What follows belongs to an exercise in optimizing a design on an open flow for small area and a short achievable clock period; a production flow would make more cautious choices. Function was checked by simulation only, so behaviour that the tests miss may differ from the original.

<file path="flow/config.mk">
export PLATFORM = sky130hd
export DESIGN_NAME = aes_round_top
export DESIGN_NICKNAME = aes_round_top
export VERILOG_FILES = /design/flow/design.v
export SDC_FILE = /design/flow/constraint.sdc
export NUM_CORES = 4
export LEC_CHECK = 0
export CAP_MARGIN = 20
export CORE_MARGIN = 2
export CORE_UTILIZATION = 50
export PLACE_DENSITY = 0.65
export SETUP_SLACK_MARGIN = 4.3
export SLEW_MARGIN = 20
export SYNTH_HIERARCHICAL = 1
export SYNTH_MINIMUM_KEEP_SIZE = 0
</file>
<file path="flow/constraint.sdc">
create_clock -name core_clock -period 7.0 [get_ports {clk}]
set_input_delay 1.4000 -clock core_clock [delete_from_list [all_inputs] [get_ports {clk}]]
set_output_delay 1.4000 -clock core_clock [all_outputs]
set_load 0.01 [all_outputs]
</file>
<file path="flow/design.v">
module g_xor2 (input wire a, input wire b, output wire y); assign y = a ^ b; endmodule
module g_xnor2 (input wire a, input wire b, output wire y); assign y = ~(a ^ b); endmodule
module g_nand2 (input wire a, input wire b, output wire y); assign y = ~(a & b); endmodule
module g_nor2 (input wire a, input wire b, output wire y); assign y = ~(a | b); endmodule
module g_nand2b (input wire an, input wire b, output wire y); assign y = ~(~an & b); endmodule
module g_inv (input wire a, output wire y); assign y = ~a; endmodule
module inv_mixcol (
    input  wire [31:0] x,
    output wire [31:0] y
);
    wire w32, w33, w34, w35, w36, w37, w38, w39, w40, w41, w42, w43, w44, w45, w46, w47, w48, w49, w50, w51, w52, w53, w54, w55, w56, w57, w58, w59, w60, w61, w62, w63, w64, w65, w66, w67, w68, w69, w70, w71, w72, w73, w74, w75, w76, w77, w78, w79, w80, w81, w82, w83, w84, w85, w86, w87, w88, w89, w90, w91, w92, w93, w94, w95, w96, w97, w98, w99, w100, w101, w102, w103, w104, w105, w106, w107, w108, w109, w110, w111, w112, w113, w114, w115, w116, w117, w118, w119, w120, w121, w122, w123, w124, w125, w126, w127, w128, w129, w130, w131, w132, w133, w134, w135, w136, w137, w138, w139, w140, w141, w142, w143, w144, w145, w146, w147, w148, w149, w150, w151, w152, w153, w154, w155, w156, w157, w158, w159, w160, w161, w162, w163, w164, w165, w166, w167, w168, w169, w170, w171, w172, w173, w174, w175, w176, w177, w178, w179, w180, w181, w182, w183, w184, w185, w186, w187, w188, w189, w190, w191, w192, w193, w194, w195, w196, w197, w198, w199, w200, w201, w202, w203, w204, w205, w206, w207, w208, w209, w210, w211, w212, w213, w214, w215, w216, w217, w218, w219, w220, w221, w222, w223;
    g_xor2 g0 (.a(x[1]), .b(x[31]), .y(w32));
    g_xor2 g1 (.a(x[9]), .b(x[18]), .y(w33));
    g_xor2 g2 (.a(x[2]), .b(x[25]), .y(w34));
    g_xor2 g3 (.a(x[15]), .b(x[17]), .y(w35));
    g_xor2 g4 (.a(x[14]), .b(x[16]), .y(w36));
    g_xor2 g5 (.a(x[0]), .b(x[29]), .y(w37));
    g_xor2 g6 (.a(x[22]), .b(x[24]), .y(w38));
    g_xor2 g7 (.a(x[6]), .b(x[8]), .y(w39));
    g_xor2 g8 (.a(x[23]), .b(x[26]), .y(w40));
    g_xor2 g9 (.a(x[7]), .b(x[10]), .y(w41));
    g_xor2 g10 (.a(x[5]), .b(x[11]), .y(w42));
    g_xor2 g11 (.a(x[13]), .b(x[19]), .y(w43));
    g_xor2 g12 (.a(x[21]), .b(x[27]), .y(w44));
    g_xor2 g13 (.a(x[4]), .b(x[30]), .y(w45));
    g_xor2 g14 (.a(x[3]), .b(x[24]), .y(w46));
    g_xor2 g15 (.a(x[12]), .b(w39), .y(w47));
    g_xor2 g16 (.a(x[0]), .b(w32), .y(w48));
    g_xor2 g17 (.a(x[20]), .b(x[26]), .y(w49));
    g_xor2 g18 (.a(w33), .b(w35), .y(w50));
    g_xor2 g19 (.a(x[17]), .b(x[28]), .y(w51));
    g_xor2 g20 (.a(x[3]), .b(x[7]), .y(w52));
    g_xor2 g21 (.a(x[1]), .b(x[23]), .y(w53));
    g_xor2 g22 (.a(x[9]), .b(x[13]), .y(w54));
    g_xor2 g23 (.a(x[11]), .b(x[21]), .y(w55));
    g_xor2 g24 (.a(x[19]), .b(x[29]), .y(w56));
    g_xor2 g25 (.a(x[5]), .b(x[27]), .y(w57));
    g_xor2 g26 (.a(x[16]), .b(x[28]), .y(w58));
    g_xor2 g27 (.a(x[8]), .b(x[20]), .y(w59));
    g_xor2 g28 (.a(x[9]), .b(w38), .y(w60));
    g_xor2 g29 (.a(w34), .b(w40), .y(w61));
    g_xor2 g30 (.a(x[10]), .b(w36), .y(w62));
    g_xor2 g31 (.a(x[8]), .b(w32), .y(w63));
    g_xor2 g32 (.a(w37), .b(w45), .y(w64));
    g_xor2 g33 (.a(x[25]), .b(w40), .y(w65));
    g_xor2 g34 (.a(w36), .b(w43), .y(w66));
    g_xor2 g35 (.a(x[2]), .b(x[18]), .y(w67));
    g_xor2 g36 (.a(x[12]), .b(x[18]), .y(w68));
    g_xor2 g37 (.a(x[4]), .b(x[25]), .y(w69));
    g_xor2 g38 (.a(x[1]), .b(w49), .y(w70));
    g_xor2 g39 (.a(x[13]), .b(x[21]), .y(w71));
    g_xor2 g40 (.a(w42), .b(w46), .y(w72));
    g_xor2 g41 (.a(w41), .b(w44), .y(w73));
    g_xor2 g42 (.a(w54), .b(w57), .y(w74));
    g_xor2 g43 (.a(x[16]), .b(w46), .y(w75));
    g_xor2 g44 (.a(w38), .b(w56), .y(w76));
    g_xor2 g45 (.a(w51), .b(w52), .y(w77));
    g_xor2 g46 (.a(w42), .b(w59), .y(w78));
    g_xor2 g47 (.a(w43), .b(w58), .y(w79));
    g_xor2 g48 (.a(x[2]), .b(w39), .y(w80));
    g_xor2 g49 (.a(w35), .b(w55), .y(w81));
    g_xor2 g50 (.a(w34), .b(w42), .y(w82));
    g_xor2 g51 (.a(x[24]), .b(w35), .y(w83));
    g_xor2 g52 (.a(w33), .b(w41), .y(w84));
    g_xor2 g53 (.a(x[23]), .b(w34), .y(w85));
    g_xor2 g54 (.a(w48), .b(w85), .y(w86));
    g_xor2 g55 (.a(x[16]), .b(w50), .y(w87));
    g_xor2 g56 (.a(x[4]), .b(x[10]), .y(w88));
    g_xor2 g57 (.a(w47), .b(w72), .y(w89));
    g_xor2 g58 (.a(x[6]), .b(x[27]), .y(w90));
    g_xor2 g59 (.a(w64), .b(w75), .y(w91));
    g_xor2 g60 (.a(x[12]), .b(x[30]), .y(w92));
    g_xor2 g61 (.a(x[0]), .b(x[30]), .y(w93));
    g_xor2 g62 (.a(x[12]), .b(x[22]), .y(w94));
    g_xor2 g63 (.a(x[18]), .b(x[23]), .y(w95));
    g_xor2 g64 (.a(x[2]), .b(x[29]), .y(w96));
    g_xor2 g65 (.a(x[5]), .b(x[15]), .y(w97));
    g_xor2 g66 (.a(x[26]), .b(x[30]), .y(w98));
    g_xor2 g67 (.a(x[4]), .b(x[9]), .y(w99));
    g_xor2 g68 (.a(x[6]), .b(x[20]), .y(w100));
    g_xor2 g69 (.a(x[10]), .b(x[17]), .y(w101));
    g_xor2 g70 (.a(x[8]), .b(x[26]), .y(w102));
    g_xor2 g71 (.a(x[3]), .b(x[30]), .y(w103));
    g_xor2 g72 (.a(x[7]), .b(x[17]), .y(w104));
    g_xor2 g73 (.a(x[19]), .b(x[30]), .y(w105));
    g_xor2 g74 (.a(x[0]), .b(x[31]), .y(w106));
    g_xor2 g75 (.a(x[10]), .b(x[14]), .y(w107));
    g_xor2 g76 (.a(x[25]), .b(x[31]), .y(w108));
    g_xor2 g77 (.a(x[15]), .b(x[28]), .y(w109));
    g_xor2 g78 (.a(x[25]), .b(x[26]), .y(w110));
    g_xor2 g79 (.a(x[7]), .b(x[31]), .y(w111));
    g_xor2 g80 (.a(x[1]), .b(x[22]), .y(w112));
    g_xor2 g81 (.a(w54), .b(w93), .y(w113));
    g_xor2 g82 (.a(w38), .b(w57), .y(w114));
    g_xor2 g83 (.a(w35), .b(w44), .y(w115));
    g_xor2 g84 (.a(w33), .b(w71), .y(w116));
    g_xor2 g85 (.a(w37), .b(w100), .y(w117));
    g_xor2 g86 (.a(w68), .b(w101), .y(w118));
    g_xor2 g87 (.a(w36), .b(w44), .y(w119));
    g_xor2 g88 (.a(x[5]), .b(w34), .y(w120));
    g_xor2 g89 (.a(w59), .b(w104), .y(w121));
    g_xor2 g90 (.a(w34), .b(w58), .y(w122));
    g_xor2 g91 (.a(x[20]), .b(w32), .y(w123));
    g_xor2 g92 (.a(w69), .b(w112), .y(w124));
    g_xor2 g93 (.a(w40), .b(w41), .y(w125));
    g_xor2 g94 (.a(w45), .b(w53), .y(w126));
    g_xor2 g95 (.a(w69), .b(w95), .y(w127));
    g_xor2 g96 (.a(w39), .b(w45), .y(w128));
    g_xor2 g97 (.a(x[10]), .b(w37), .y(w129));
    g_xor2 g98 (.a(w36), .b(w96), .y(w130));
    g_xor2 g99 (.a(w53), .b(w56), .y(w131));
    g_xor2 g100 (.a(w33), .b(w108), .y(w132));
    g_xor2 g101 (.a(x[0]), .b(w43), .y(w133));
    g_xor2 g102 (.a(w41), .b(w53), .y(w134));
    g_xor2 g103 (.a(w44), .b(w97), .y(w135));
    g_xor2 g104 (.a(x[14]), .b(w99), .y(w136));
    g_xor2 g105 (.a(w38), .b(w92), .y(w137));
    g_xor2 g106 (.a(x[11]), .b(w52), .y(w138));
    g_xor2 g107 (.a(w44), .b(w49), .y(w139));
    g_xor2 g108 (.a(w68), .b(w98), .y(w140));
    g_xor2 g109 (.a(w51), .b(w107), .y(w141));
    g_xor2 g110 (.a(w37), .b(w94), .y(w142));
    g_xor2 g111 (.a(w37), .b(w55), .y(w143));
    g_xor2 g112 (.a(w32), .b(w41), .y(w144));
    g_xor2 g113 (.a(w49), .b(w52), .y(w145));
    g_xor2 g114 (.a(w51), .b(w103), .y(w146));
    g_xor2 g115 (.a(w88), .b(w109), .y(w147));
    g_xor2 g116 (.a(w71), .b(w106), .y(w148));
    g_xor2 g117 (.a(w70), .b(w119), .y(w149));
    g_xor2 g118 (.a(w62), .b(w123), .y(w150));
    g_xor2 g119 (.a(w47), .b(w131), .y(w151));
    g_xor2 g120 (.a(w65), .b(w121), .y(w152));
    g_xor2 g121 (.a(w64), .b(w110), .y(w153));
    g_xor2 g122 (.a(w67), .b(w78), .y(w154));
    g_xor2 g123 (.a(w46), .b(w73), .y(w155));
    g_xor2 g124 (.a(x[28]), .b(w81), .y(w156));
    g_xor2 g125 (.a(w47), .b(w132), .y(w157));
    g_xor2 g126 (.a(w80), .b(w113), .y(w158));
    g_xor2 g127 (.a(w63), .b(w122), .y(w159));
    g_xor2 g128 (.a(w48), .b(w114), .y(w160));
    g_xor2 g129 (.a(w82), .b(w141), .y(w161));
    g_xor2 g130 (.a(w65), .b(w105), .y(w162));
    g_xor2 g131 (.a(w60), .b(w79), .y(w163));
    g_xor2 g132 (.a(w84), .b(w124), .y(w164));
    g_xor2 g133 (.a(w38), .b(w116), .y(w165));
    g_xor2 g134 (.a(w61), .b(w146), .y(w166));
    g_xor2 g135 (.a(w118), .b(w126), .y(w167));
    g_xor2 g136 (.a(w78), .b(w83), .y(w168));
    g_xor2 g137 (.a(w83), .b(w144), .y(w169));
    g_xor2 g138 (.a(w62), .b(w127), .y(w170));
    g_xor2 g139 (.a(x[15]), .b(w84), .y(w171));
    g_xor2 g140 (.a(w62), .b(w80), .y(w172));
    g_xor2 g141 (.a(w50), .b(w137), .y(w173));
    g_xor2 g142 (.a(w70), .b(w77), .y(w174));
    g_xor2 g143 (.a(w67), .b(w115), .y(w175));
    g_xor2 g144 (.a(w47), .b(w66), .y(w176));
    g_xor2 g145 (.a(w63), .b(w125), .y(w177));
    g_xor2 g146 (.a(w79), .b(w90), .y(w178));
    g_xor2 g147 (.a(w60), .b(w82), .y(w179));
    g_xor2 g148 (.a(w73), .b(w102), .y(w180));
    g_xor2 g149 (.a(w50), .b(w148), .y(w181));
    g_xor2 g150 (.a(w48), .b(w66), .y(w182));
    g_xor2 g151 (.a(w61), .b(w111), .y(w183));
    g_xor2 g152 (.a(w138), .b(w142), .y(w184));
    g_xor2 g153 (.a(w76), .b(w135), .y(w185));
    g_xor2 g154 (.a(w60), .b(w117), .y(w186));
    g_xor2 g155 (.a(w66), .b(w143), .y(w187));
    g_xor2 g156 (.a(w74), .b(w134), .y(w188));
    g_xor2 g157 (.a(w48), .b(w128), .y(w189));
    g_xor2 g158 (.a(w65), .b(w129), .y(w190));
    g_xor2 g159 (.a(w63), .b(w136), .y(w191));
    g_xor2 g160 (.a(w74), .b(w150), .y(w192));
    g_xor2 g161 (.a(w89), .b(w190), .y(w193));
    g_xor2 g162 (.a(w76), .b(w170), .y(w194));
    g_xor2 g163 (.a(w77), .b(w165), .y(w195));
    g_xor2 g164 (.a(w91), .b(w188), .y(w196));
    g_xor2 g165 (.a(w166), .b(w186), .y(w197));
    g_xor2 g166 (.a(w130), .b(w174), .y(w198));
    g_xor2 g167 (.a(w86), .b(w178), .y(w199));
    g_xor2 g168 (.a(w91), .b(w175), .y(w200));
    g_xor2 g169 (.a(w87), .b(w183), .y(w201));
    g_xor2 g170 (.a(w120), .b(w151), .y(w202));
    g_xor2 g171 (.a(w161), .b(w189), .y(w203));
    g_xor2 g172 (.a(w140), .b(w160), .y(w204));
    g_xor2 g173 (.a(w50), .b(w177), .y(w205));
    g_xor2 g174 (.a(w133), .b(w167), .y(w206));
    g_xor2 g175 (.a(w81), .b(w153), .y(w207));
    g_xor2 g176 (.a(w155), .b(w191), .y(w208));
    g_xor2 g177 (.a(w154), .b(w182), .y(w209));
    g_xor2 g178 (.a(w145), .b(w158), .y(w210));
    g_xor2 g179 (.a(w147), .b(w179), .y(w211));
    g_xor2 g180 (.a(w163), .b(w180), .y(w212));
    g_xor2 g181 (.a(w149), .b(w173), .y(w213));
    g_xor2 g182 (.a(w164), .b(w176), .y(w214));
    g_xor2 g183 (.a(w162), .b(w168), .y(w215));
    g_xor2 g184 (.a(w89), .b(w181), .y(w216));
    g_xor2 g185 (.a(w61), .b(w169), .y(w217));
    g_xor2 g186 (.a(w159), .b(w185), .y(w218));
    g_xor2 g187 (.a(w152), .b(w187), .y(w219));
    g_xor2 g188 (.a(w87), .b(w184), .y(w220));
    g_xor2 g189 (.a(w156), .b(w172), .y(w221));
    g_xor2 g190 (.a(w86), .b(w171), .y(w222));
    g_xor2 g191 (.a(w139), .b(w157), .y(w223));
    assign y[0] = w209;
    assign y[1] = w216;
    assign y[2] = w214;
    assign y[3] = w205;
    assign y[4] = w192;
    assign y[5] = w221;
    assign y[6] = w220;
    assign y[7] = w206;
    assign y[8] = w212;
    assign y[9] = w219;
    assign y[10] = w213;
    assign y[11] = w201;
    assign y[12] = w195;
    assign y[13] = w194;
    assign y[14] = w215;
    assign y[15] = w223;
    assign y[16] = w200;
    assign y[17] = w218;
    assign y[18] = w197;
    assign y[19] = w217;
    assign y[20] = w207;
    assign y[21] = w204;
    assign y[22] = w199;
    assign y[23] = w198;
    assign y[24] = w193;
    assign y[25] = w196;
    assign y[26] = w203;
    assign y[27] = w222;
    assign y[28] = w202;
    assign y[29] = w210;
    assign y[30] = w208;
    assign y[31] = w211;
endmodule
module sb_a (
    input  wire [7:0] y,
    output wire [7:0] x,
    output wire [6:0] h
);
    wire w8, w9, w10, w11, w12, w13, w14, w15, w16, w17, w18, w19, w20, w21, w22, w23, w24, w25, w26, w27, w28, w29, w30, w31, w32, w33, w34, w35, w36, w37, w38, w47, w48, w49, w50, w51, w52, w53, w54, w55, w56, w57, w58, w59, w60, w61, w62, w63, w64, w65, w66, w67, w68, w69, w70, w71, w72, w73, w74;
    g_xor2 g0 (.a(y[1]), .b(y[6]), .y(w8));
    g_xor2 g1 (.a(y[5]), .b(y[7]), .y(w9));
    g_xor2 g2 (.a(y[2]), .b(y[4]), .y(w10));
    g_xor2 g3 (.a(y[0]), .b(w8), .y(w11));
    g_xor2 g4 (.a(w9), .b(w10), .y(w12));
    g_xor2 g5 (.a(y[4]), .b(y[5]), .y(w13));
    g_xnor2 g6 (.a(y[4]), .b(y[7]), .y(w14));
    g_xnor2 g7 (.a(y[3]), .b(w8), .y(w15));
    g_xor2 g8 (.a(y[2]), .b(y[5]), .y(w16));
    g_xor2 g9 (.a(y[2]), .b(y[7]), .y(w17));
    g_xor2 g10 (.a(y[0]), .b(w16), .y(w18));
    g_xor2 g11 (.a(y[3]), .b(y[6]), .y(w19));
    g_xor2 g12 (.a(w8), .b(w9), .y(w20));
    g_xor2 g13 (.a(y[1]), .b(y[3]), .y(w21));
    g_xor2 g14 (.a(y[0]), .b(y[7]), .y(w22));
    g_xnor2 g15 (.a(y[6]), .b(w14), .y(w23));
    g_xnor2 g16 (.a(w8), .b(w17), .y(w24));
    g_xnor2 g17 (.a(y[6]), .b(w9), .y(w25));
    g_xor2 g18 (.a(y[0]), .b(w10), .y(w26));
    g_xor2 g19 (.a(y[7]), .b(w10), .y(w27));
    g_xnor2 g20 (.a(w16), .b(w19), .y(w28));
    g_xor2 g21 (.a(y[6]), .b(w13), .y(w29));
    g_xor2 g22 (.a(w9), .b(w21), .y(w30));
    g_xor2 g23 (.a(y[5]), .b(w11), .y(w31));
    g_xor2 g24 (.a(y[4]), .b(w20), .y(w32));
    g_xor2 g25 (.a(y[4]), .b(w11), .y(w33));
    g_xor2 g26 (.a(y[0]), .b(w12), .y(w34));
    g_xnor2 g27 (.a(w10), .b(w15), .y(w35));
    g_xor2 g28 (.a(w11), .b(w17), .y(w36));
    g_xor2 g29 (.a(w12), .b(w19), .y(w37));
    g_xnor2 g30 (.a(y[1]), .b(w12), .y(w38));
    g_nand2 g31 (.a(w29), .b(w26), .y(w47));
    g_nand2 g32 (.a(w25), .b(w13), .y(w48));
    g_nand2 g33 (.a(w14), .b(w18), .y(w49));
    g_nand2 g34 (.a(w24), .b(w22), .y(w50));
    g_nand2 g35 (.a(w30), .b(w31), .y(w51));
    g_nand2 g36 (.a(w28), .b(w20), .y(w52));
    g_nand2 g37 (.a(w38), .b(w27), .y(w53));
    g_nand2 g38 (.a(w15), .b(w33), .y(w54));
    g_nand2 g39 (.a(w37), .b(w36), .y(w55));
    g_xor2 g40 (.a(w49), .b(w53), .y(w56));
    g_xor2 g41 (.a(w52), .b(w53), .y(w57));
    g_xor2 g42 (.a(w48), .b(w55), .y(w58));
    g_xor2 g43 (.a(w56), .b(w58), .y(w59));
    g_xnor2 g44 (.a(w35), .b(w59), .y(w60));
    g_xor2 g45 (.a(w51), .b(w55), .y(w61));
    g_xnor2 g46 (.a(w23), .b(w57), .y(w62));
    g_xnor2 g47 (.a(w61), .b(w62), .y(w63));
    g_xor2 g48 (.a(w50), .b(w54), .y(w64));
    g_xnor2 g49 (.a(w34), .b(w64), .y(w65));
    g_xor2 g50 (.a(w57), .b(w65), .y(w66));
    g_xor2 g51 (.a(w47), .b(w54), .y(w67));
    g_xor2 g52 (.a(w32), .b(w67), .y(w68));
    g_xor2 g53 (.a(w56), .b(w68), .y(w69));
    g_xnor2 g54 (.a(w60), .b(w69), .y(w70));
    g_nor2 g55 (.a(w60), .b(w63), .y(w71));
    g_xnor2 g56 (.a(w63), .b(w66), .y(w72));
    g_nand2b g57 (.an(w63), .b(w69), .y(w73));
    g_nand2b g58 (.an(w60), .b(w66), .y(w74));
    assign x[0] = w31;
    assign x[1] = w22;
    assign x[2] = w13;
    assign x[3] = w26;
    assign x[4] = w30;
    assign x[5] = w24;
    assign x[6] = w25;
    assign x[7] = w29;
    assign h[0] = w66;
    assign h[1] = w69;
    assign h[2] = w70;
    assign h[3] = w71;
    assign h[4] = w72;
    g_inv g59 (.a(w73), .y(h[5]));
    g_inv g60 (.a(w74), .y(h[6]));
endmodule
module sb_b (
    input  wire [7:0] x,
    input  wire [6:0] h,
    output wire [7:0] s
);
    wire w15, w16, w17, w18, w19, w20, w21, w22, w23, w24, w25, w26, w27, w28, w29, w30, w31, w32, w33, w34, w35, w36, w37, w38, w39, w40, w41, w42, w43, w44, w45, w46, w47, w48, w49, w50, w51, w52, w53, w54, w55, w56, w57, w58, w59, w60, w61, w62, w63, w64, w65, w66, w67, w68, w69, w70, w71, w72, w73, w74, w75, w76, w77, w78, w79, w80, w81, w82, w83, w84, w85, w86, w87, w88, w89, w90, w91, w92, w93;
    g_xor2 g0 (.a(h[0]), .b(h[3]), .y(w15));
    g_xor2 g1 (.a(h[1]), .b(h[3]), .y(w16));
    g_nand2 g2 (.a(w16), .b(h[4]), .y(w17));
    g_nand2 g3 (.a(w15), .b(h[2]), .y(w18));
    g_nand2 g4 (.a(h[4]), .b(h[5]), .y(w19));
    g_xor2 g5 (.a(h[4]), .b(h[3]), .y(w20));
    g_nand2 g6 (.a(h[2]), .b(h[6]), .y(w21));
    g_xor2 g7 (.a(h[2]), .b(h[3]), .y(w22));
    g_xnor2 g8 (.a(h[0]), .b(w17), .y(w23));
    g_xnor2 g9 (.a(w19), .b(w20), .y(w24));
    g_xnor2 g10 (.a(h[1]), .b(w18), .y(w25));
    g_xnor2 g11 (.a(w21), .b(w22), .y(w26));
    g_xor2 g12 (.a(x[7]), .b(x[5]), .y(w27));
    g_xor2 g13 (.a(x[6]), .b(x[4]), .y(w28));
    g_xor2 g14 (.a(x[7]), .b(x[6]), .y(w29));
    g_xor2 g15 (.a(x[5]), .b(x[4]), .y(w30));
    g_xor2 g16 (.a(w27), .b(w28), .y(w31));
    g_xor2 g17 (.a(x[3]), .b(x[1]), .y(w32));
    g_xor2 g18 (.a(x[2]), .b(x[0]), .y(w33));
    g_xor2 g19 (.a(x[3]), .b(x[2]), .y(w34));
    g_xor2 g20 (.a(x[1]), .b(x[0]), .y(w35));
    g_xor2 g21 (.a(w32), .b(w33), .y(w36));
    g_xor2 g22 (.a(w23), .b(w25), .y(w37));
    g_xor2 g23 (.a(w24), .b(w26), .y(w38));
    g_xor2 g24 (.a(w23), .b(w24), .y(w39));
    g_xor2 g25 (.a(w25), .b(w26), .y(w40));
    g_xor2 g26 (.a(w37), .b(w38), .y(w41));
    g_nand2 g27 (.a(w23), .b(x[3]), .y(w42));
    g_nand2 g28 (.a(w24), .b(x[2]), .y(w43));
    g_nand2 g29 (.a(w39), .b(w34), .y(w44));
    g_nand2 g30 (.a(w25), .b(x[1]), .y(w45));
    g_nand2 g31 (.a(w26), .b(x[0]), .y(w46));
    g_nand2 g32 (.a(w40), .b(w35), .y(w47));
    g_nand2 g33 (.a(w37), .b(w32), .y(w48));
    g_nand2 g34 (.a(w38), .b(w33), .y(w49));
    g_nand2 g35 (.a(w41), .b(w36), .y(w50));
    g_nand2 g36 (.a(w23), .b(x[7]), .y(w51));
    g_nand2 g37 (.a(w24), .b(x[6]), .y(w52));
    g_nand2 g38 (.a(w39), .b(w29), .y(w53));
    g_nand2 g39 (.a(w25), .b(x[5]), .y(w54));
    g_nand2 g40 (.a(w26), .b(x[4]), .y(w55));
    g_nand2 g41 (.a(w40), .b(w30), .y(w56));
    g_nand2 g42 (.a(w37), .b(w27), .y(w57));
    g_nand2 g43 (.a(w38), .b(w28), .y(w58));
    g_nand2 g44 (.a(w41), .b(w31), .y(w59));
    g_xor2 g45 (.a(w42), .b(w58), .y(w60));
    g_xor2 g46 (.a(w52), .b(w59), .y(w61));
    g_xor2 g47 (.a(w43), .b(w45), .y(w62));
    g_xnor2 g48 (.a(w51), .b(w61), .y(w63));
    g_xor2 g49 (.a(w44), .b(w49), .y(w64));
    g_xor2 g50 (.a(w47), .b(w50), .y(w65));
    g_xor2 g51 (.a(w55), .b(w59), .y(w66));
    g_xor2 g52 (.a(w54), .b(w56), .y(w67));
    g_xor2 g53 (.a(w60), .b(w67), .y(w68));
    g_xor2 g54 (.a(w48), .b(w57), .y(w69));
    g_xnor2 g55 (.a(w46), .b(w62), .y(w70));
    g_xor2 g56 (.a(w60), .b(w63), .y(w71));
    g_xor2 g57 (.a(w43), .b(w44), .y(w72));
    g_xor2 g58 (.a(w54), .b(w58), .y(w73));
    g_xor2 g59 (.a(w46), .b(w56), .y(w74));
    g_xor2 g60 (.a(w50), .b(w58), .y(w75));
    g_xor2 g61 (.a(w44), .b(w47), .y(w76));
    g_xor2 g62 (.a(w65), .b(w69), .y(w77));
    g_xor2 g63 (.a(w64), .b(w65), .y(w78));
    g_xnor2 g64 (.a(w48), .b(w75), .y(w79));
    g_xnor2 g65 (.a(w45), .b(w76), .y(w80));
    g_xor2 g66 (.a(w66), .b(w73), .y(w81));
    g_xnor2 g67 (.a(w53), .b(w61), .y(w82));
    g_xor2 g68 (.a(w64), .b(w69), .y(w83));
    g_xor2 g69 (.a(w66), .b(w74), .y(w84));
    g_xor2 g70 (.a(w63), .b(w79), .y(w85));
    g_xor2 g71 (.a(w68), .b(w70), .y(w86));
    g_xor2 g72 (.a(w68), .b(w83), .y(w87));
    g_xor2 g73 (.a(w77), .b(w84), .y(w88));
    g_xor2 g74 (.a(w62), .b(w78), .y(w89));
    g_xor2 g75 (.a(w72), .b(w85), .y(w90));
    g_xor2 g76 (.a(w82), .b(w86), .y(w91));
    g_xor2 g77 (.a(w71), .b(w80), .y(w92));
    g_xor2 g78 (.a(w70), .b(w71), .y(w93));
    assign s[0] = w90;
    assign s[1] = w88;
    assign s[2] = w92;
    assign s[3] = w89;
    assign s[4] = w91;
    assign s[5] = w93;
    assign s[6] = w87;
    assign s[7] = w81;
endmodule
module aes_round_top (
    input  wire         clk,
    input  wire         rst,
    input  wire         in_valid,
    input  wire [127:0] state_in,
    input  wire [127:0] round_key,
    output wire         out_valid,
    output wire [127:0] state_out
);
    reg [2:0] vld;
    always @(posedge clk) begin
        if (rst) vld <= 3'd0;
        else     vld <= {vld[1:0], in_valid};
    end
    assign out_valid = vld[2];
    wire [127:0] ark = state_in ^ round_key;
    wire [127:0] ark_q = ark;
    wire [127:0] mc;
    genvar c, i;
    generate
        for (c = 0; c < 4; c = c + 1) begin : g_col
            inv_mixcol u_mc (.x(ark_q[127 - 32*c -: 32]), .y(mc[127 - 32*c -: 32]));
        end
    endgenerate
    reg  [127:0] mc_q;
    always @(posedge clk) mc_q <= mc;
    wire [127:0] x0;
    wire [111:0] h0;
    reg  [111:0] h0_q;
    always @(posedge clk) h0_q <= h0;
    reg  [127:0] x0_q;
    always @(posedge clk) x0_q <= x0;
    wire [127:0] sb;
    generate
        for (i = 0; i < 16; i = i + 1) begin : g_sb
            sb_a u_sb_a (.y(mc_q[127 - 8*i -: 8]), .x(x0[8*i +: 8]), .h(h0[7*i +: 7]));
            sb_b u_sb_b (.x(x0_q[8*i +: 8]), .h(h0_q[7*i +: 7]), .s(sb[127 - 8*(4*(((i / 4) + (i % 4)) % 4) + (i % 4)) -: 8]));
        end
    endgenerate
    reg  [127:0] sb_q;
    always @(posedge clk) sb_q <= sb;
    assign state_out = sb_q;
endmodule
</file>
<file path="flow/flow/run.sh">
#!/bin/bash
set -euo pipefail
export BUFFER_PORTS_ARGS="-buffer_cell sky130_fd_sc_hd__buf_1"
bash standard.sh > standard_flow.log 2>&1
</file>
<file path="flow/standard.sh">
#!/bin/bash
# synth_recipe.tcl (not shown) runs the flow's synth.tcl, then flattens the netlist and writes it again
# the make line also repeats each setting of config.mk as NAME=value (left out here)
make -C /OpenROAD-flow-scripts/flow DESIGN_CONFIG=/design/flow/config.mk WORK_HOME=/design/flow/orfs CLKGATE_MAP_FILE= SYNTH_SCRIPT=/design/flow/synth_recipe.tcl "${@:-finish}"
</file>
==> impl_metrics.csv, run 1 <==
group,metric,value,unit
drt,drt-vias-per-instance,4.37,
drt,met2_length,36.9,mm
global_routing,antenna_found_initial,0,
placed_design,gpl.final_weighted_congestion,0.899,
placed_design,port_buffers,387,
timing,fin_worst_skew,21.7,ps
cells_and_area,postLayoutCellArea,0.0439,mm²
timing,final.setup.tns,0,ps
drt,detailroute.via_count,22313,
min_path,hold_removal_path_class,"register to register",
timing,setup_violations,0,
yosys,synth_largest_area_cell,"sky130_fd_sc_hd__xor2_1",
timing,achievable_frequency,0.373,GHz
setup_path,worst-path-max-fanout,4,
yosys,synth_largest_type_area_fraction,50.3,%
drt,m1WireLength,31.7,mm
global_routing,grt_first_pass_wirelength,115,mm
cts,clkSlewWorstSetupHoldPaths,60,ps
floorplan,die_footprint,0.0785,mm²
cts,holdBufCountCts,0,
yosys,syn_area_per_cell,9.30,µm²
yosys,yosysSeqAreaShare,26.2,%
cells_and_area,area_growth,15.1,%
cts,cts_tree,"done",
cells_and_area,num_antenna_cells,0,
cts,htreeDepth,2,
cells_and_area,commonest_non_fill_non_tap_cells_in_the_layout,"sky130_fd_sc_hd__xor2_1 (1,857), sky130_fd_sc_hd__nand2_1 (495), sky130_fd_sc_hd__dfxtp_1 (477)",
cells_and_area,layout.nets,4348,
setup_path,arrival,3180,ps
timing,hold_violation_total_from_the_final_report,0,
floorplan,dieHeight,280,µm
drt,drt_first_pass_iters,5,
drt,met3WireLength,2.18,mm
drt,drt-total-wl,72.4,mm
run_status,outcome,"no timing/DRC/antenna violations",
global_routing,maximum_number_of_pins_on_one_net_before_global_route_repair,14,
floorplan,starting_utilization_of_the_core_area,50.4,%
setup_path,slowest_stage,"sky130_fd_sc_hd__xor2_1",
timing,finalCritPeriodShare,38.3,%
floorplan,core,0.0757,mm²
yosys,synth.ff_latch_count,499,
timing,worst_pin_slew,567,ps
setup_path,worst_r2r_startpoint,"h0_q[84]",
placed_design,pre_cts_ws,3680,ps
yosys,post_synth_main_area_contributors,"sky130_fd_sc_hd__xor2_1 (50%), sky130_fd_sc_hd__dfxtp_1 (26%), sky130_fd_sc_hd__buf_4 (9.1%), sky130_fd_sc_hd__xnor2_1 (8.4%), sky130_fd_sc_hd__nand2_1 (4.9%)",
global_routing,globalRoute.totalOverflow,0,
cells_and_area,area.sequential,0.0100,mm²
drt,drt-initial-drc-count,575,
placed_design,cell_count_after_placement,5003,
cts,clock_tree.root_cell,"sky130_fd_sc_hd__clkbuf_16",
floorplan,num_io_pins,388,
drt,remaining_drc_errors,0,
timing,setup_ws,4320,ps
drt,top_signal_layer_used,"met4",
setup_path,required_time_worst_endpoint,7500,ps
yosys,synthesis.yosys.warnings,7,
setup_path,worstPathCellList,"buf_1 -> xor2_4 -> xor2_2 -> xor2_1 -> xor2_1 -> xor2_1",
job,cap_viol_max_count,0,
yosys,synth_cell_area,0.0382,mm²
setup_path,crit_path_start,"round_key[49]",
cts,tritoncts.num_buffers,55,
floorplan,die_x,280,µm
global_routing,grt_util_all_layers,18.0,%
cells_and_area,layoutNonFillerInstCount,5111,
cts,clock_tree_buffer_depth,3,
setup_path,cp_common_cell,"sky130_fd_sc_hd__xor2_1",
cts,clkSinkCount,499,
global_routing,first_global_vias,23045,
timing,setup_repair_after_global_routing_missed_its_margin,"yes",
yosys,synthCells,4102,
cts,worst_skew_pair.late_latency,590,ps
setup_path,criticalPathCategory,"input pin to register",
placed_design,place_hpwl,59.9,mm
cells_and_area,fillerInstances,6587,
min_path,worst_hold_startpoint,"vld[1]",
setup_path,critPathLaunchType,"input pin",
setup_path,max_stage_delay,390,ps
timing,max-slew-margin-rel,62.2,%
floorplan,placementRows,101,
drt,post_dr_wirelength_cell,14.2,µm
cells_and_area,layout_commonest_cell,"sky130_fd_sc_hd__xor2_1",
timing,period_needed,2680,ps
setup_path,worst_setup_path_end_kind,"register",
yosys,postSynthNetCount,4361,
timing,timing_max_transition_violations_final,0,
placed_design,place_area,0.0403,mm²
yosys,post_synth_num_cell_types,9,
drt,route.antenna.remaining_nets,0,
cells_and_area,multiInputGateArea,0.0292,mm²
cells_and_area,share_of_layout_cells_above_drive_strength_1,12.9,%
-- synthesized netlist by cell type --
library cell	number
sky130_fd_sc_hd__nand2b_1	32
sky130_fd_sc_hd__dfxtp_1	499
sky130_fd_sc_hd__inv_1	32
sky130_fd_sc_hd__buf_4	464
sky130_fd_sc_hd__xor2_1	2192
sky130_fd_sc_hd__nand2_1	496
sky130_fd_sc_hd__xnor2_1	368
sky130_fd_sc_hd__nor2b_1	3
sky130_fd_sc_hd__nor2_1	16
-- final timing paths --
path / end / slack, ps / cells after the start
worst max-delay path: mc_q[37] / 4320 / 6
worst min-delay path: vld[2] / 430 / 1
worst max register to register: sb_q[24] / 4420 / 10
worst min register to register: vld[2] / 430 / 1
-- Yosys stat by module, one instance, submodules excluded --
module	cells	copies in the design	flip-flops and latches
aes_round_top	630	1	499
inv_mixcol	32	4	0
sb_a	13	16	0
sb_b	8	16	0
g_xnor2	1	368	0
g_xor2	1	2064	0
g_nand2b	1	32	0
g_inv	1	32	0
g_nand2	1	496	0
g_nor2	1	16	0
-- repair_timing --
action	CTS	global route
cloned	0	0
buffers inserted	0	7
endpoints found under the setup margin	37	117
hold endpoints to repair	0	0
pin swaps	14	33
gates resized for setup	46	185
-- critical path, delay by kind of cell --
family                 cells  cell delay [ps]
XOR/XNOR                   5             1580
buffers and inverters      1              190
-- kinds of logic (layout without fill, tap and decap cells) --
logic type,count (synthesis),count (layout),share of synthesized area (%)
AND/OR/NAND/NOR,547,547,5.61
flip-flops,499,499,26.2
buffers and inverters,496,527,9.44
XOR/XNOR,2560,2560,58.8
-- stage by stage --
stage               hold WS, ps  util [%]
finish                      433      58.0
global route                450      58.0
CTS                         435      56.1
detailed placement          422      53.2
global placement            419      53.2
floorplan                   414         -
-- per-layer routing --
layer  vias to the layer above  GRT usage (%)
li1                      11643              -
met1                     10277           22.5
met2                       298           32.4
met3                        95           2.51
met4                         0           4.74
met5                         -              0
-- layout make-up --
| class | count | area share [%] |
|---|---|---|
| multi-input combinational | 3107 | 66.5 |
| sequential | 499 | 22.8 |
| clock buffer | 77 | 3.60 |
| timing repair buffer | 394 | 3.43 |
| tap | 978 | 2.79 |
| clock inverter | 24 | 0.613 |
| inverter | 32 | 0.274 |
-- state kept, by name, summed over array words and instances (netlist names) --
name	flops
x0_q	128
vld	3
mc_q	128
h0_q	112
sb_q	128
==> run 2: changes to the inputs <==
--- a/flow/design.v
+++ b/flow/design.v
@@ -237,9 +237,9 @@
 module sb_a (
     input  wire [7:0] y,
     output wire [7:0] x,
-    output wire [6:0] h
+    output wire [3:0] ti
 );
-    wire w8, w9, w10, w11, w12, w13, w14, w15, w16, w17, w18, w19, w20, w21, w22, w23, w24, w25, w26, w27, w28, w29, w30, w31, w32, w33, w34, w35, w36, w37, w38, w47, w48, w49, w50, w51, w52, w53, w54, w55, w56, w57, w58, w59, w60, w61, w62, w63, w64, w65, w66, w67, w68, w69, w70, w71, w72, w73, w74;
+    wire w8, w9, w10, w11, w12, w13, w14, w15, w16, w17, w18, w19, w20, w21, w22, w23, w24, w25, w26, w27, w28, w29, w30, w31, w32, w33, w34, w35, w36, w37, w38, w47, w48, w49, w50, w51, w52, w53, w54, w55, w56, w57, w58, w59, w60, w61, w62, w63, w64, w65, w66, w67, w68, w69, w70, w71, w72, w73, w74, w75, w76, w77, w78, w79, w80, w81, w82, w83, w84, w85, w86;
     g_xor2 g0 (.a(y[1]), .b(y[6]), .y(w8));
     g_xor2 g1 (.a(y[5]), .b(y[7]), .y(w9));
     g_xor2 g2 (.a(y[2]), .b(y[4]), .y(w10));
@@ -284,10 +284,10 @@
     g_xor2 g41 (.a(w52), .b(w53), .y(w57));
     g_xor2 g42 (.a(w48), .b(w55), .y(w58));
     g_xor2 g43 (.a(w56), .b(w58), .y(w59));
-    g_xnor2 g44 (.a(w35), .b(w59), .y(w60));
+    g_xor2 g44 (.a(w35), .b(w59), .y(w60));
     g_xor2 g45 (.a(w51), .b(w55), .y(w61));
     g_xnor2 g46 (.a(w23), .b(w57), .y(w62));
-    g_xnor2 g47 (.a(w61), .b(w62), .y(w63));
+    g_xor2 g47 (.a(w61), .b(w62), .y(w63));
     g_xor2 g48 (.a(w50), .b(w54), .y(w64));
     g_xnor2 g49 (.a(w34), .b(w64), .y(w65));
     g_xor2 g50 (.a(w57), .b(w65), .y(w66));
@@ -295,10 +295,22 @@
     g_xor2 g52 (.a(w32), .b(w67), .y(w68));
     g_xor2 g53 (.a(w56), .b(w68), .y(w69));
     g_xnor2 g54 (.a(w60), .b(w69), .y(w70));
-    g_nor2 g55 (.a(w60), .b(w63), .y(w71));
-    g_xnor2 g56 (.a(w63), .b(w66), .y(w72));
-    g_nand2b g57 (.an(w63), .b(w69), .y(w73));
-    g_nand2b g58 (.an(w60), .b(w66), .y(w74));
+    g_nand2 g55 (.a(w60), .b(w63), .y(w71));
+    g_xor2 g56 (.a(w66), .b(w71), .y(w72));
+    g_xnor2 g57 (.a(w63), .b(w66), .y(w73));
+    g_xor2 g58 (.a(w69), .b(w71), .y(w74));
+    g_nor2 g59 (.a(w74), .b(w73), .y(w75));
+    g_nor2 g60 (.a(w72), .b(w70), .y(w76));
+    g_nand2 g61 (.a(w63), .b(w69), .y(w77));
+    g_nor2 g62 (.a(w73), .b(w77), .y(w78));
+    g_xor2 g63 (.a(w73), .b(w71), .y(w79));
+    g_nand2 g64 (.a(w66), .b(w60), .y(w80));
+    g_nor2 g65 (.a(w70), .b(w80), .y(w81));
+    g_xor2 g66 (.a(w70), .b(w71), .y(w82));
+    g_xor2 g67 (.a(w66), .b(w75), .y(w83));
+    g_xor2 g68 (.a(w78), .b(w79), .y(w84));
+    g_xor2 g69 (.a(w69), .b(w76), .y(w85));
+    g_xor2 g70 (.a(w81), .b(w82), .y(w86));
     assign x[0] = w31;
     assign x[1] = w22;
     assign x[2] = w13;
@@ -307,107 +319,92 @@
     assign x[5] = w24;
     assign x[6] = w25;
     assign x[7] = w29;
-    assign h[0] = w66;
-    assign h[1] = w69;
-    assign h[2] = w70;
-    assign h[3] = w71;
-    assign h[4] = w72;
-    g_inv g59 (.a(w73), .y(h[5]));
-    g_inv g60 (.a(w74), .y(h[6]));
+    assign ti[0] = w86;
+    assign ti[1] = w85;
+    assign ti[2] = w84;
+    assign ti[3] = w83;
 endmodule
 module sb_b (
     input  wire [7:0] x,
-    input  wire [6:0] h,
+    input  wire [3:0] ti,
     output wire [7:0] s
 );
-    wire w15, w16, w17, w18, w19, w20, w21, w22, w23, w24, w25, w26, w27, w28, w29, w30, w31, w32, w33, w34, w35, w36, w37, w38, w39, w40, w41, w42, w43, w44, w45, w46, w47, w48, w49, w50, w51, w52, w53, w54, w55, w56, w57, w58, w59, w60, w61, w62, w63, w64, w65, w66, w67, w68, w69, w70, w71, w72, w73, w74, w75, w76, w77, w78, w79, w80, w81, w82, w83, w84, w85, w86, w87, w88, w89, w90, w91, w92, w93;
-    g_xor2 g0 (.a(h[0]), .b(h[3]), .y(w15));
-    g_xor2 g1 (.a(h[1]), .b(h[3]), .y(w16));
-    g_nand2 g2 (.a(w16), .b(h[4]), .y(w17));
-    g_nand2 g3 (.a(w15), .b(h[2]), .y(w18));
-    g_nand2 g4 (.a(h[4]), .b(h[5]), .y(w19));
-    g_xor2 g5 (.a(h[4]), .b(h[3]), .y(w20));
-    g_nand2 g6 (.a(h[2]), .b(h[6]), .y(w21));
-    g_xor2 g7 (.a(h[2]), .b(h[3]), .y(w22));
-    g_xnor2 g8 (.a(h[0]), .b(w17), .y(w23));
-    g_xnor2 g9 (.a(w19), .b(w20), .y(w24));
-    g_xnor2 g10 (.a(h[1]), .b(w18), .y(w25));
-    g_xnor2 g11 (.a(w21), .b(w22), .y(w26));
-    g_xor2 g12 (.a(x[7]), .b(x[5]), .y(w27));
-    g_xor2 g13 (.a(x[6]), .b(x[4]), .y(w28));
-    g_xor2 g14 (.a(x[7]), .b(x[6]), .y(w29));
-    g_xor2 g15 (.a(x[5]), .b(x[4]), .y(w30));
-    g_xor2 g16 (.a(w27), .b(w28), .y(w31));
-    g_xor2 g17 (.a(x[3]), .b(x[1]), .y(w32));
-    g_xor2 g18 (.a(x[2]), .b(x[0]), .y(w33));
-    g_xor2 g19 (.a(x[3]), .b(x[2]), .y(w34));
-    g_xor2 g20 (.a(x[1]), .b(x[0]), .y(w35));
-    g_xor2 g21 (.a(w32), .b(w33), .y(w36));
-    g_xor2 g22 (.a(w23), .b(w25), .y(w37));
-    g_xor2 g23 (.a(w24), .b(w26), .y(w38));
-    g_xor2 g24 (.a(w23), .b(w24), .y(w39));
-    g_xor2 g25 (.a(w25), .b(w26), .y(w40));
-    g_xor2 g26 (.a(w37), .b(w38), .y(w41));
-    g_nand2 g27 (.a(w23), .b(x[3]), .y(w42));
-    g_nand2 g28 (.a(w24), .b(x[2]), .y(w43));
-    g_nand2 g29 (.a(w39), .b(w34), .y(w44));
-    g_nand2 g30 (.a(w25), .b(x[1]), .y(w45));
-    g_nand2 g31 (.a(w26), .b(x[0]), .y(w46));
-    g_nand2 g32 (.a(w40), .b(w35), .y(w47));
-    g_nand2 g33 (.a(w37), .b(w32), .y(w48));
-    g_nand2 g34 (.a(w38), .b(w33), .y(w49));
-    g_nand2 g35 (.a(w41), .b(w36), .y(w50));
-    g_nand2 g36 (.a(w23), .b(x[7]), .y(w51));
-    g_nand2 g37 (.a(w24), .b(x[6]), .y(w52));
-    g_nand2 g38 (.a(w39), .b(w29), .y(w53));
-    g_nand2 g39 (.a(w25), .b(x[5]), .y(w54));
-    g_nand2 g40 (.a(w26), .b(x[4]), .y(w55));
-    g_nand2 g41 (.a(w40), .b(w30), .y(w56));
-    g_nand2 g42 (.a(w37), .b(w27), .y(w57));
-    g_nand2 g43 (.a(w38), .b(w28), .y(w58));
-    g_nand2 g44 (.a(w41), .b(w31), .y(w59));
-    g_xor2 g45 (.a(w42), .b(w58), .y(w60));
-    g_xor2 g46 (.a(w52), .b(w59), .y(w61));
-    g_xor2 g47 (.a(w43), .b(w45), .y(w62));
-    g_xnor2 g48 (.a(w51), .b(w61), .y(w63));
-    g_xor2 g49 (.a(w44), .b(w49), .y(w64));
-    g_xor2 g50 (.a(w47), .b(w50), .y(w65));
-    g_xor2 g51 (.a(w55), .b(w59), .y(w66));
-    g_xor2 g52 (.a(w54), .b(w56), .y(w67));
-    g_xor2 g53 (.a(w60), .b(w67), .y(w68));
-    g_xor2 g54 (.a(w48), .b(w57), .y(w69));
-    g_xnor2 g55 (.a(w46), .b(w62), .y(w70));
-    g_xor2 g56 (.a(w60), .b(w63), .y(w71));
-    g_xor2 g57 (.a(w43), .b(w44), .y(w72));
-    g_xor2 g58 (.a(w54), .b(w58), .y(w73));
-    g_xor2 g59 (.a(w46), .b(w56), .y(w74));
-    g_xor2 g60 (.a(w50), .b(w58), .y(w75));
-    g_xor2 g61 (.a(w44), .b(w47), .y(w76));
-    g_xor2 g62 (.a(w65), .b(w69), .y(w77));
-    g_xor2 g63 (.a(w64), .b(w65), .y(w78));
-    g_xnor2 g64 (.a(w48), .b(w75), .y(w79));
-    g_xnor2 g65 (.a(w45), .b(w76), .y(w80));
-    g_xor2 g66 (.a(w66), .b(w73), .y(w81));
-    g_xnor2 g67 (.a(w53), .b(w61), .y(w82));
-    g_xor2 g68 (.a(w64), .b(w69), .y(w83));
-    g_xor2 g69 (.a(w66), .b(w74), .y(w84));
-    g_xor2 g70 (.a(w63), .b(w79), .y(w85));
-    g_xor2 g71 (.a(w68), .b(w70), .y(w86));
-    g_xor2 g72 (.a(w68), .b(w83), .y(w87));
-    g_xor2 g73 (.a(w77), .b(w84), .y(w88));
-    g_xor2 g74 (.a(w62), .b(w78), .y(w89));
-    g_xor2 g75 (.a(w72), .b(w85), .y(w90));
-    g_xor2 g76 (.a(w82), .b(w86), .y(w91));
-    g_xor2 g77 (.a(w71), .b(w80), .y(w92));
-    g_xor2 g78 (.a(w70), .b(w71), .y(w93));
-    assign s[0] = w90;
-    assign s[1] = w88;
-    assign s[2] = w92;
-    assign s[3] = w89;
-    assign s[4] = w91;
-    assign s[5] = w93;
-    assign s[6] = w87;
-    assign s[7] = w81;
+    wire w12, w13, w14, w15, w16, w17, w18, w19, w20, w21, w22, w23, w24, w25, w26, w27, w28, w29, w30, w31, w32, w33, w34, w35, w36, w37, w38, w39, w40, w41, w42, w43, w44, w45, w46, w47, w48, w49, w50, w51, w52, w53, w54, w55, w56, w57, w58, w59, w60, w61, w62, w63, w64, w65, w66, w67, w68, w69, w70, w71, w72, w73, w74, w75, w76, w77, w78;
+    g_xor2 g0 (.a(x[7]), .b(x[5]), .y(w12));
+    g_xor2 g1 (.a(x[6]), .b(x[4]), .y(w13));
+    g_xor2 g2 (.a(x[7]), .b(x[6]), .y(w14));
+    g_xor2 g3 (.a(x[5]), .b(x[4]), .y(w15));
+    g_xor2 g4 (.a(w12), .b(w13), .y(w16));
+    g_xor2 g5 (.a(x[3]), .b(x[1]), .y(w17));
+    g_xor2 g6 (.a(x[2]), .b(x[0]), .y(w18));
+    g_xor2 g7 (.a(x[3]), .b(x[2]), .y(w19));
+    g_xor2 g8 (.a(x[1]), .b(x[0]), .y(w20));
+    g_xor2 g9 (.a(w17), .b(w18), .y(w21));
+    g_xor2 g10 (.a(ti[3]), .b(ti[1]), .y(w22));
+    g_xor2 g11 (.a(ti[2]), .b(ti[0]), .y(w23));
+    g_xor2 g12 (.a(ti[3]), .b(ti[2]), .y(w24));
+    g_xor2 g13 (.a(ti[1]), .b(ti[0]), .y(w25));
+    g_xor2 g14 (.a(w22), .b(w23), .y(w26));
+    g_nand2 g15 (.a(ti[3]), .b(x[3]), .y(w27));
+    g_nand2 g16 (.a(ti[2]), .b(x[2]), .y(w28));
+    g_nand2 g17 (.a(w24), .b(w19), .y(w29));
+    g_nand2 g18 (.a(ti[1]), .b(x[1]), .y(w30));
+    g_nand2 g19 (.a(ti[0]), .b(x[0]), .y(w31));
+    g_nand2 g20 (.a(w25), .b(w20), .y(w32));
+    g_nand2 g21 (.a(w22), .b(w17), .y(w33));
+    g_nand2 g22 (.a(w23), .b(w18), .y(w34));
+    g_nand2 g23 (.a(w26), .b(w21), .y(w35));
+    g_nand2 g24 (.a(ti[3]), .b(x[7]), .y(w36));
+    g_nand2 g25 (.a(ti[2]), .b(x[6]), .y(w37));
+    g_nand2 g26 (.a(w24), .b(w14), .y(w38));
+    g_nand2 g27 (.a(ti[1]), .b(x[5]), .y(w39));
+    g_nand2 g28 (.a(ti[0]), .b(x[4]), .y(w40));
+    g_nand2 g29 (.a(w25), .b(w15), .y(w41));
+    g_nand2 g30 (.a(w22), .b(w12), .y(w42));
+    g_nand2 g31 (.a(w23), .b(w13), .y(w43));
+    g_nand2 g32 (.a(w26), .b(w16), .y(w44));
+    g_xor2 g33 (.a(w27), .b(w43), .y(w45));
+    g_xor2 g34 (.a(w37), .b(w44), .y(w46));
+    g_xor2 g35 (.a(w28), .b(w30), .y(w47));
+    g_xnor2 g36 (.a(w36), .b(w46), .y(w48));
+    g_xor2 g37 (.a(w29), .b(w34), .y(w49));
+    g_xor2 g38 (.a(w32), .b(w35), .y(w50));
+    g_xor2 g39 (.a(w40), .b(w44), .y(w51));
+    g_xor2 g40 (.a(w39), .b(w41), .y(w52));
+    g_xor2 g41 (.a(w45), .b(w52), .y(w53));
+    g_xor2 g42 (.a(w33), .b(w42), .y(w54));
+    g_xnor2 g43 (.a(w31), .b(w47), .y(w55));
+    g_xor2 g44 (.a(w45), .b(w48), .y(w56));
+    g_xor2 g45 (.a(w28), .b(w29), .y(w57));
+    g_xor2 g46 (.a(w39), .b(w43), .y(w58));
+    g_xor2 g47 (.a(w31), .b(w41), .y(w59));
+    g_xor2 g48 (.a(w35), .b(w43), .y(w60));
+    g_xor2 g49 (.a(w29), .b(w32), .y(w61));
+    g_xor2 g50 (.a(w50), .b(w54), .y(w62));
+    g_xor2 g51 (.a(w49), .b(w50), .y(w63));
+    g_xnor2 g52 (.a(w33), .b(w60), .y(w64));
+    g_xnor2 g53 (.a(w30), .b(w61), .y(w65));
+    g_xor2 g54 (.a(w51), .b(w58), .y(w66));
+    g_xnor2 g55 (.a(w38), .b(w46), .y(w67));
+    g_xor2 g56 (.a(w49), .b(w54), .y(w68));
+    g_xor2 g57 (.a(w51), .b(w59), .y(w69));
+    g_xor2 g58 (.a(w48), .b(w64), .y(w70));
+    g_xor2 g59 (.a(w53), .b(w55), .y(w71));
+    g_xor2 g60 (.a(w53), .b(w68), .y(w72));
+    g_xor2 g61 (.a(w62), .b(w69), .y(w73));
+    g_xor2 g62 (.a(w47), .b(w63), .y(w74));
+    g_xor2 g63 (.a(w57), .b(w70), .y(w75));
+    g_xor2 g64 (.a(w67), .b(w71), .y(w76));
+    g_xor2 g65 (.a(w56), .b(w65), .y(w77));
+    g_xor2 g66 (.a(w55), .b(w56), .y(w78));
+    assign s[0] = w75;
+    assign s[1] = w73;
+    assign s[2] = w77;
+    assign s[3] = w74;
+    assign s[4] = w76;
+    assign s[5] = w78;
+    assign s[6] = w72;
+    assign s[7] = w66;
 endmodule
 module aes_round_top (
     input  wire         clk,
@@ -436,16 +433,16 @@
     reg  [127:0] mc_q;
     always @(posedge clk) mc_q <= mc;
     wire [127:0] x0;
-    wire [111:0] h0;
-    reg  [111:0] h0_q;
-    always @(posedge clk) h0_q <= h0;
+    wire [63:0] ti0;
+    reg  [63:0] ti0_q;
+    always @(posedge clk) ti0_q <= ti0;
     reg  [127:0] x0_q;
     always @(posedge clk) x0_q <= x0;
     wire [127:0] sb;
     generate
         for (i = 0; i < 16; i = i + 1) begin : g_sb
-            sb_a u_sb_a (.y(mc_q[127 - 8*i -: 8]), .x(x0[8*i +: 8]), .h(h0[7*i +: 7]));
-            sb_b u_sb_b (.x(x0_q[8*i +: 8]), .h(h0_q[7*i +: 7]), .s(sb[127 - 8*(4*(((i / 4) + (i % 4)) % 4) + (i % 4)) -: 8]));
+            sb_a u_sb_a (.y(mc_q[127 - 8*i -: 8]), .x(x0[8*i +: 8]), .ti(ti0[4*i +: 4]));
+            sb_b u_sb_b (.x(x0_q[8*i +: 8]), .ti(ti0_q[4*i +: 4]), .s(sb[127 - 8*(4*(((i / 4) + (i % 4)) % 4) + (i % 4)) -: 8]));
         end
     endgenerate
     reg  [127:0] sb_q;
--- a/flow/config.mk
+++ b/flow/config.mk
@@ -9,7 +9,7 @@
 export CORE_MARGIN = 2
 export CORE_UTILIZATION = 50
 export PLACE_DENSITY = 0.65
-export SETUP_SLACK_MARGIN = 4.3
+export SETUP_SLACK_MARGIN = 4.2
 export SLEW_MARGIN = 20
 export SYNTH_HIERARCHICAL = 1
 export SYNTH_MINIMUM_KEEP_SIZE = 0
==> run 2 against run 1 <==
  * Die area down 3.3%
  * Fmax down 2.2%
  * Final cell count about the same
  * Critical endpoint is now mc_q[121]
==> impl_metrics.csv, run 2 <==
group,metric,value,unit
setup_path,critPathLaunchType,"input pin",
drt,route.antenna.remaining_nets,0,
timing,timing_max_transition_violations_final,0,
job,cap_viol_max_count,0,
timing,hold_violation_total_from_the_final_report,0,
yosys,synthMostInstantiatedCell,"sky130_fd_sc_hd__xor2_1",
cts,clock_tree.root_cell,"sky130_fd_sc_hd__clkbuf_16",
timing,finalCritPeriodShare,39.1,%
yosys,synth_largest_type_area_fraction,54.3,%
yosys,synth.ff_latch_count,451,
cells_and_area,share_of_layout_cells_above_drive_strength_1,15.6,%
drt,drt-total-wl,71.1,mm
floorplan,die_footprint,0.0759,mm²
drt,remaining_drc_errors,0,
setup_path,reg2reg_to,"ti0_q[19]",
cells_and_area,commonest_non_fill_non_tap_cells_in_the_layout,"sky130_fd_sc_hd__xor2_1 (1,952), sky130_fd_sc_hd__nand2_1 (461), sky130_fd_sc_hd__buf_1 (387)",
cts,clkSinkCount,451,
setup_path,worst_r2r_startpoint,"mc_q[95]",
yosys,synth-async-reset-ratio,0,%
drt,drt-vias-per-instance,4.36,
yosys,yosysSeqAreaShare,24.5,%
timing,achievable_frequency,0.365,GHz
setup_path,crit_path_start,"round_key[96]",
setup_path,arrival,3240,ps
floorplan,num_io_pins,388,
yosys,synth_edf_count,0,
min_path,worst_hold_startpoint,"vld[1]",
floorplan,placementRows,99,
yosys,synthesis.yosys.warnings,7,
cells_and_area,finalCoreUtilization,58.6,%
floorplan,dieHeight,276,µm
setup_path,criticalPathCategory,"input pin to register",
yosys,post_synth_num_cell_types,7,
drt,detailroute.via_count,22299,
yosys,synth_common_cells,"sky130_fd_sc_hd__xor2_1 (2,288), sky130_fd_sc_hd__nand2_1 (480), sky130_fd_sc_hd__dfxtp_1 (451), sky130_fd_sc_hd__buf_4 (448), sky130_fd_sc_hd__xnor2_1 (272)",
timing,worst_pin_slew,654,ps
cells_and_area,layout.nets,4371,
yosys,synth_ff_type,"sky130_fd_sc_hd__dfxtp_1",
cells_and_area,area_growth,16.0,%
yosys,postSynthNetCount,4265,
yosys,synth_largest_area_cell,"sky130_fd_sc_hd__xor2_1",
cts,htreeDepth,2,
setup_path,required_time_worst_endpoint,7500,ps
yosys,post_synth_fa_ha_maj_area_fraction,0,%
cts,holdBufCountCts,0,
placed_design,cell_count_after_placement,4904,
run_status,outcome,"no timing/DRC/antenna violations",
floorplan,starting_utilization_of_the_core_area,50.5,%
drt,post_dr_wirelength_cell,13.9,µm
yosys,post_synth_main_area_contributors,"sky130_fd_sc_hd__xor2_1 (54%), sky130_fd_sc_hd__dfxtp_1 (24%), sky130_fd_sc_hd__buf_4 (9.1%), sky130_fd_sc_hd__xnor2_1 (6.5%), sky130_fd_sc_hd__nand2_1 (4.9%)",
global_routing,grt_util_all_layers,18.0,%
drt,drt-initial-drc-count,627,
timing,setup_repair_after_global_routing_missed_its_margin,"yes",
yosys,post_synth_xor_area_fraction,60.8,%
cells_and_area,biggestRegsByFlops,"mc_q: 128 flops, sb_q: 128 flops, x0_q: 128 flops",
cts,cts_tree,"done",
cells_and_area,layoutNonFillerInstCount,5110,
min_path,hold_removal_path_class,"register to register",
floorplan,core,0.0730,mm²
setup_path,ff2ff_path_depth,12,
placed_design,port_buffers,387,
min_path,hold-path-endpoint,"vld[2]",
global_routing,maximum_number_of_pins_on_one_net_before_global_route_repair,14,
yosys,share_of_the_synthesized_area_in_compound_gates_ao_oa_aoi_oai,0,%
global_routing,first_global_vias,22535,
cts,tritoncts.num_buffers,53,
setup_path,worst-path-max-fanout,5,
global_routing,grt_first_pass_wirelength,112,mm
cts,clock_tree_buffer_depth,3,
yosys,syn_area_per_cell,9.20,µm²
placed_design,gpl.final_weighted_congestion,0.941,
timing,max-slew-margin-rel,56.4,%
yosys,synth_cell_area,0.0369,mm²
placed_design,place_hpwl,57.9,mm
yosys,synth_top_family_by_area,"XOR/XNOR gates",
global_routing,globalRoute.totalOverflow,0,
drt,drt_first_pass_iters,4,
cells_and_area,layout_commonest_cell,"sky130_fd_sc_hd__xor2_1",
timing,setup_violations,0,
timing,period_needed,2740,ps
cts,clkSlewWorstSetupHoldPaths,50,ps
yosys,simple_gate_area_share_of_the_yosys_netlist,5.59,%
global_routing,antenna_found_initial,3,
setup_path,worst_setup_path_end_kind,"register",
setup_path,rrSetupSlack,4310,ps
timing,fin_worst_skew,14.2,ps
timing,final.setup.tns,0,ps
yosys,synthCells,4006,
min_path,hold_depth,1,
floorplan,die_x,276,µm
cts,worst_skew_pair.late_latency,590,ps
yosys,muxShareOfSynthArea,0,%
run 2: changes by cell type after synthesis, sizes merged:
cell    delta
xor2      +96
nand2b    -32
buf       -16
xnor2     -96
nor2      +48
nand2     -16
dfxtp     -48
inv       -32
run 2: worst max-delay path, stage by stage:
cell and delay [ps]:
sky130_fd_sc_hd__buf_1 190, sky130_fd_sc_hd__xor2_4 390, sky130_fd_sc_hd__xor2_4 330, sky130_fd_sc_hd__xor2_1 370, sky130_fd_sc_hd__xor2_1 340, sky130_fd_sc_hd__xor2_1 210
run 2: metal layers:
metal  global-route usage [%]  wire, µm
met5                        0         0
met4                     5.16      1690
met3                     2.55      2340
met2                     32.0     36200
met1                     22.7     30900
run 2: cells by family (layout without fill, tap and decap cells):
| family | count (synthesis) | in the layout |
|---|---|---|
| xor+xnor | 2560 | 2560 |
| buf+inv | 448 | 592 |
| flops | 451 | 451 |
| other cells | 0 | 1 |
| simple gates | 547 | 547 |
run 2: layout make-up:
type,instances,area [µm²]
multi-input cells,3107,28300
clock inverters,21,190
repair buffers,499,2290
well taps,959,1200
clock buffers,72,1500
diodes,1,2.50
fillers,6369,30200
flip-flops and latches,451,9240
run 2: metrics by stage:
stage                     setup slack [ps]  hold WS (ps)  cell area (µm²)
after global placement                3670           427            38600
after global routing                  4110           472            42800
after floorplan                       4190           414            39300
after CTS                             4180           436            41200
after detailed placement              3670           422            38600
final                                 4260           432            42800
run 2: what timing repair did:
item                       in CTS  in global routing
buffers inserted               12                100
setup endpoints to repair      64                 64
pin swaps                      30                 98
gates resized for setup       142                164
run 2: worst max path at each step:
stage	endpoint	slack, ps	depth (start not counted)
after floorplan	mc_q[107]	4190	6
after global placement	mc_q[121]	3670	6
after detailed placement	mc_q[121]	3670	6
after CTS	ti0_q[32]	4180	10
after global routing	ti0_q[15]	4110	11
final	mc_q[121]	4260	6
run 2: per-module statistics from Yosys, one instance, submodules excluded:
module	flip-flops and latches	cells
sb_b	0	8
aes_round_top	451	582
sb_a	0	12
g_nand2	0	1
g_xnor2	0	1
g_nor2	0	1
inv_mixcol	0	32
g_xor2	0	1

[static timing again, ports no longer ideal]
How much do the figures lean on ideal ports? The routed layouts below were timed once more, with nothing changed but the port constraints. Step 1: set_driving_cell puts a clkbuf_16 on clk and a buf_2 on each other input, an assumption about the parent block. Step 2 times the ports against the registers' clock, not the clock port: input delays grow and output delays shrink by t, the midpoint of the rising clock arrivals with the driver on. Three values: no drivers, after step 1, after step 2; two values: the first two.
run	t (ns)	slack for setup (ns)	worst setup path after step 2
run 1	0.650	4.320 / 4.325 / 3.714	input to register
run 2	0.637	4.261 / 4.290 / 3.654	input to register
After both steps setup and hold are still met in every run listed. For run 2, which loses most, drivers alone change the setup slack by +0.029 ns; drivers and shift together by -0.607 ns.
